Source: an optimization exercise on an open RTL-to-GDS flow (aim: small area). Production flows keep margins and buffers that such runs may drop.
In this exercise RTL edits were held to simulation tests only and were not proved equivalent to the original.
Power figures rest on the tool's default switching activity, not on a simulated workload.

==> inputs of job 4232 <==
Design ticket_booking_system, start of the top module:
module ticket_booking_system (
    input clk,
    input rst,
    input book,
    input cancel,
    input check,
    input [3:0] seat_type,
    input [4:0] travel_date,
    output reg [7:0] price,
    output reg [7:0] seats_left,
    output reg booking_success,
    output reg cancel_success,
    output reg availability_status
);
    reg         busy;
    reg [1:0]   pulse_count;
    reg [7:0]   valid;
    reg [335:0] mem;                
    wire busy_d, bs_d, cs_d, av_d;
    wire [1:0] pc_d;
    wire [7:1] price_d;
    wire [3:0] sl_d;
    wire [7:0] valid_d, blkv_n, inv, wrb, wrb_n;
    wire [5:0] pos_oh, pos_n;
    wire [6:0] nv, raw;
    tbk_glue g (
        .book(book), .cancel(cancel), .check(check),
        .seat_type(seat_type), .travel_date(travel_date),
        .busy(busy), .pc(pulse_count), .bs(booking_success), .cs(cancel_success),
        .av(availability_status), .price(price[7:1]), .sl(seats_left[3:0]), .valid(valid),
        .raw(raw),
        .busy_d(busy_d), .pc_d(pc_d), .bs_d(bs_d), .cs_d(cs_d), .av_d(av_d),
        .price_d(price_d), .sl_d(sl_d), .valid_d(valid_d),
        .blkv_n(blkv_n), .pos_oh(pos_oh), .pos_n(pos_n), .inv(inv),
        .wrb(wrb), .wrb_n(wrb_n), .nv(nv));
    wire [47:0] sel;
    tbk_nor2_1 s0 (.A(blkv_n[0]), .B(pos_n[0]), .Y(sel[0]));
    tbk_nor2_1 s1 (.A(blkv_n[0]), .B(pos_n[1]), .Y(sel[1]));
    tbk_nor2_1 s2 (.A(blkv_n[0]), .B(pos_n[2]), .Y(sel[2]));
    tbk_nor2_1 s3 (.A(blkv_n[0]), .B(pos_n[3]), .Y(sel[3]));
    tbk_nor2_1 s4 (.A(blkv_n[0]), .B(pos_n[4]), .Y(sel[4]));
  ...
clock: 8.0 ns
lec_check: 0
cap_margin: 20
core_margin: 2
core_utilization: 40
place_density: 0.6
slew_margin: 20
synth_hierarchical: 1
synth_minimum_keep_size: 0
run.sh (not shown) runs the stock make flow with config.mk's settings and CLKGATE_MAP_FILE= SYNTH_SCRIPT=/design/flow/synth_recipe.tcl, a recipe that flattens the netlist after the stock synthesis.
==> inputs of job 3868, as changes to job 4232 <==
CORE_UTILIZATION = 60   (was 40)
CTS_BUF_LIST = sky130_fd_sc_hd__clkbuf_8   (was default)
GPL_TIMING_DRIVEN = 0   (was default)
PLACE_DENSITY = 0.75   (was 0.6)
==> comparison table <==
metric	job 4232	job 3868
Source of the critical timing path	seat_type[0]	travel_date[2]
Clk pwr	1.84 mW	1.66 mW
Worst r2r dst	mem[177]	mem[68]
Startpoint of the tightest hold check path	seats_left[1]	mem[178]
Pin count of the biggest net entering global routing	46	28
Overall via count from detail_route	12300	13100
Initial Util	0.408	0.611
Area growth, synth to finish	36.1%	33.4%
Total Die Area	0.0348 mm2	0.0234 mm2
Routed wirelength normalized by instance count	22.4 um	28.0 um
Width of the die	187 um	153 um
Detail Placement HPWL	29800 um	26200 um
Highest cell delay on the worst timing path	580 ps	620 ps
Core Region	0.0327 mm2	0.0218 mm2
Outcome	complete, no violations	finished with violations
Reasons for failing layout checks	-	negative setup slack
Via count of the first global-routing pass	11600	11600
Endpoint with the worst hold slack	seats_left[1]	mem[178]
Inverters	56	55
Number of cell rows	66	54
Share of cells above drive strength 1	0.290	0.284
Total GRT Usage	0.245	0.352
Part of the total power dissipated in sequential elements	0.467	0.481
Source of the worst register-to-register timing path	valid[3]	valid[4]
Global routing usage on met1	0.347	0.482
Number of diodes added for antenna fixing	0	2
Ratio of total power to cell area	227 mW/mm2	225 mW/mm2

========
==> run K <==
ticket_booking_system, a different RTL version from the one above (not shown whole).
==> flow/config.mk <==
export PLATFORM = sky130hd
export DESIGN_NAME = ticket_booking_system
export DESIGN_NICKNAME = ticket_booking_system
export VERILOG_FILES = /design/flow/design.v
export SDC_FILE = /design/flow/constraint.sdc
export NUM_CORES = 4
export LEC_CHECK = 0
export CAP_MARGIN = 20
export CORE_MARGIN = 2
export CORE_UTILIZATION = 55
export CTS_BUF_LIST = sky130_fd_sc_hd__clkbuf_4 sky130_fd_sc_hd__clkbuf_8
export CTS_CLUSTER_DIAMETER = 50
export CTS_CLUSTER_SIZE = 12
export PLACE_DENSITY = 0.7
export SLEW_MARGIN = 20
export SYNTH_HIERARCHICAL = 1
export SYNTH_MINIMUM_KEEP_SIZE = 0
==> flow/constraint.sdc <==
create_clock -name core_clock -period 8.0 [get_ports {clk}]
set_input_delay 1.6000 -clock core_clock [delete_from_list [all_inputs] [get_ports {clk}]]
set_output_delay 1.6000 -clock core_clock [all_outputs]
set_load 0.01 [all_outputs]
standard.sh (not shown) runs the stock make flow with config.mk's settings and CLKGATE_MAP_FILE= SYNTH_SCRIPT=/design/flow/synth_recipe.tcl, a recipe that flattens the netlist after the stock synthesis.
==> flow/flow/run.sh <==
#!/bin/bash
# The standard layout (the standard.sh: ORFS synthesis to final layout),
# with one change: the port buffers that global placement inserts are the
# platform's smallest buffer instead of the one buffer_ports picks by itself.
set -euo pipefail
export BUFFER_PORTS_ARGS="-buffer_cell sky130_fd_sc_hd__buf_1"
bash standard.sh > standard.log 2>&1
==> run P: changes against run K <==
- CORE_UTILIZATION: 55 -> 70
- CTS_BUF_LIST: sky130_fd_sc_hd__clkbuf_4 sky130_fd_sc_hd__clkbuf_8 -> sky130_fd_sc_hd__clkbuf_4
- CTS_CLUSTER_SIZE: 12 -> 10
- PLACE_DENSITY: 0.7 -> 0.8
==> run Y: changes against run K <==
- CAP_MARGIN: 20 -> 5
- CTS_BUF_LIST: sky130_fd_sc_hd__clkbuf_4 sky130_fd_sc_hd__clkbuf_8 -> sky130_fd_sc_hd__clkbuf_16
- CTS_CLUSTER_DIAMETER: 50 -> 80
- CTS_CLUSTER_SIZE: 12 -> 24
- SLEW_MARGIN: 20 -> 5
==> summary.txt <==
| quantity | run K | run P | run Y |
|---|---|---|---|
| Status | no timing/DRC/antenna violations | no timing/DRC/antenna violations | no timing/DRC/antenna violations |
| Maximum number of pins on one net before global-route repair | 49 | 46 | 49 |
| Proportion of power drawn by flip-flops and latches | 0.575 | 0.648 | 0.616 |
| Normalized max-slew margin | 0.3907 | 0.4192 | 0.3926 |
| Fill cell count | 1924 | 1281 | 1957 |
| Part of the power in combinational logic | 0.058 | 0.067 | 0.062 |
| Number of CTS-inserted buffers | 38 | 42 | 19 |
| Power dissipated in combinational cells | 0.197 mW | 0.199 mW | 0.196 mW |
| Power in the clock group | 1.24 mW | 0.855 mW | 1.02 mW |
| Worst slew pin tran | 0.9115 ns | 0.8688 ns | 0.9085 ns |
| Global-route wire length before repair | 60.42 mm | 59.22 mm | 59.46 mm |
| Internal Pwr Total | 2.566 mW | 2.237 mW | 2.389 mW |
| Post-route insts no fill | 1567 | 1479 | 1537 |
| Fraction of area in multi-input gates | 0.3801 | 0.3929 | 0.3862 |
| Final design utilization | 0.6144 | 0.7534 | 0.6047 |
| Max stage delay cell, worst path | sky130_fd_sc_hd__or4_1 | sky130_fd_sc_hd__or4_1 | sky130_fd_sc_hd__a222oi_1 |
| Fraction of layout instances using a drive strength above 1 | 0.05622 | 0.05395 | 0.03122 |
| Signal buf overhead | 0.01119 | 0.01157 | 0.01137 |
| NumNets Final | 1245 | 1249 | 1226 |
| Tot Pwr | 3.380 mW | 2.996 mW | 3.156 mW |
| Part of the cycle the worst path needs | 0.8148 | 0.8104 | 0.8110 |
| Post-Route M1 WL | 16.76 mm | 15.70 mm | 16.79 mm |
| Minimum clock period after layout | 6.518 ns | 6.483 ns | 6.488 ns |

separate check: timing with driven ports:
Ports are ideal in the flow. The routed layouts listed here were re-timed in OpenROAD. Step 1 (the two cells are an assumption about what drives the block):
set clk [get_ports {clk}]
set_driving_cell -lib_cell sky130_fd_sc_hd__clkbuf_16 $clk
set_driving_cell -lib_cell sky130_fd_sc_hd__buf_2 [delete_from_list [all_inputs] $clk]
Step 2 times the ports against the registers' clock, not the clock port: input delays grow and output delays shrink by t, the midpoint of the rising clock arrivals with the driver on. Three values: ideal, step 1, step 2; two values: the first two.
run | t, ns | setup slack, ns | hold slack, ns | worst setup path after step 2 | worst register clock-pin slew, ns
job 4232 | 0.563 | 0.200 / 0.213 / -0.350 | 0.464 / 0.464 / 0.464 | input to register | 0.06 / 0.06
job 3868 | 0.643 | -0.799 / -0.838 / -1.482 | 0.475 / 0.475 / 0.475 | input to register | 0.08 / 0.08
run K | 0.592 | 1.482 / 1.503 / 0.911 | 0.414 / 0.414 / 0.414 | input to register | 0.08 / 0.08
run P | 0.718 | 1.517 / 1.536 / 0.818 | 0.426 / 0.426 / 0.426 | input to register | 0.12 / 0.12
run Y | 0.566 | 1.512 / 1.536 / 0.970 | 0.418 / 0.418 / 0.418 | input to register | 0.10 / 0.10
Met with ideal ports but missed after step 2: setup timing in job 4232. The setup slack of run P, which loses most, moves by +0.019 ns with the drivers and by -0.699 ns with both steps.
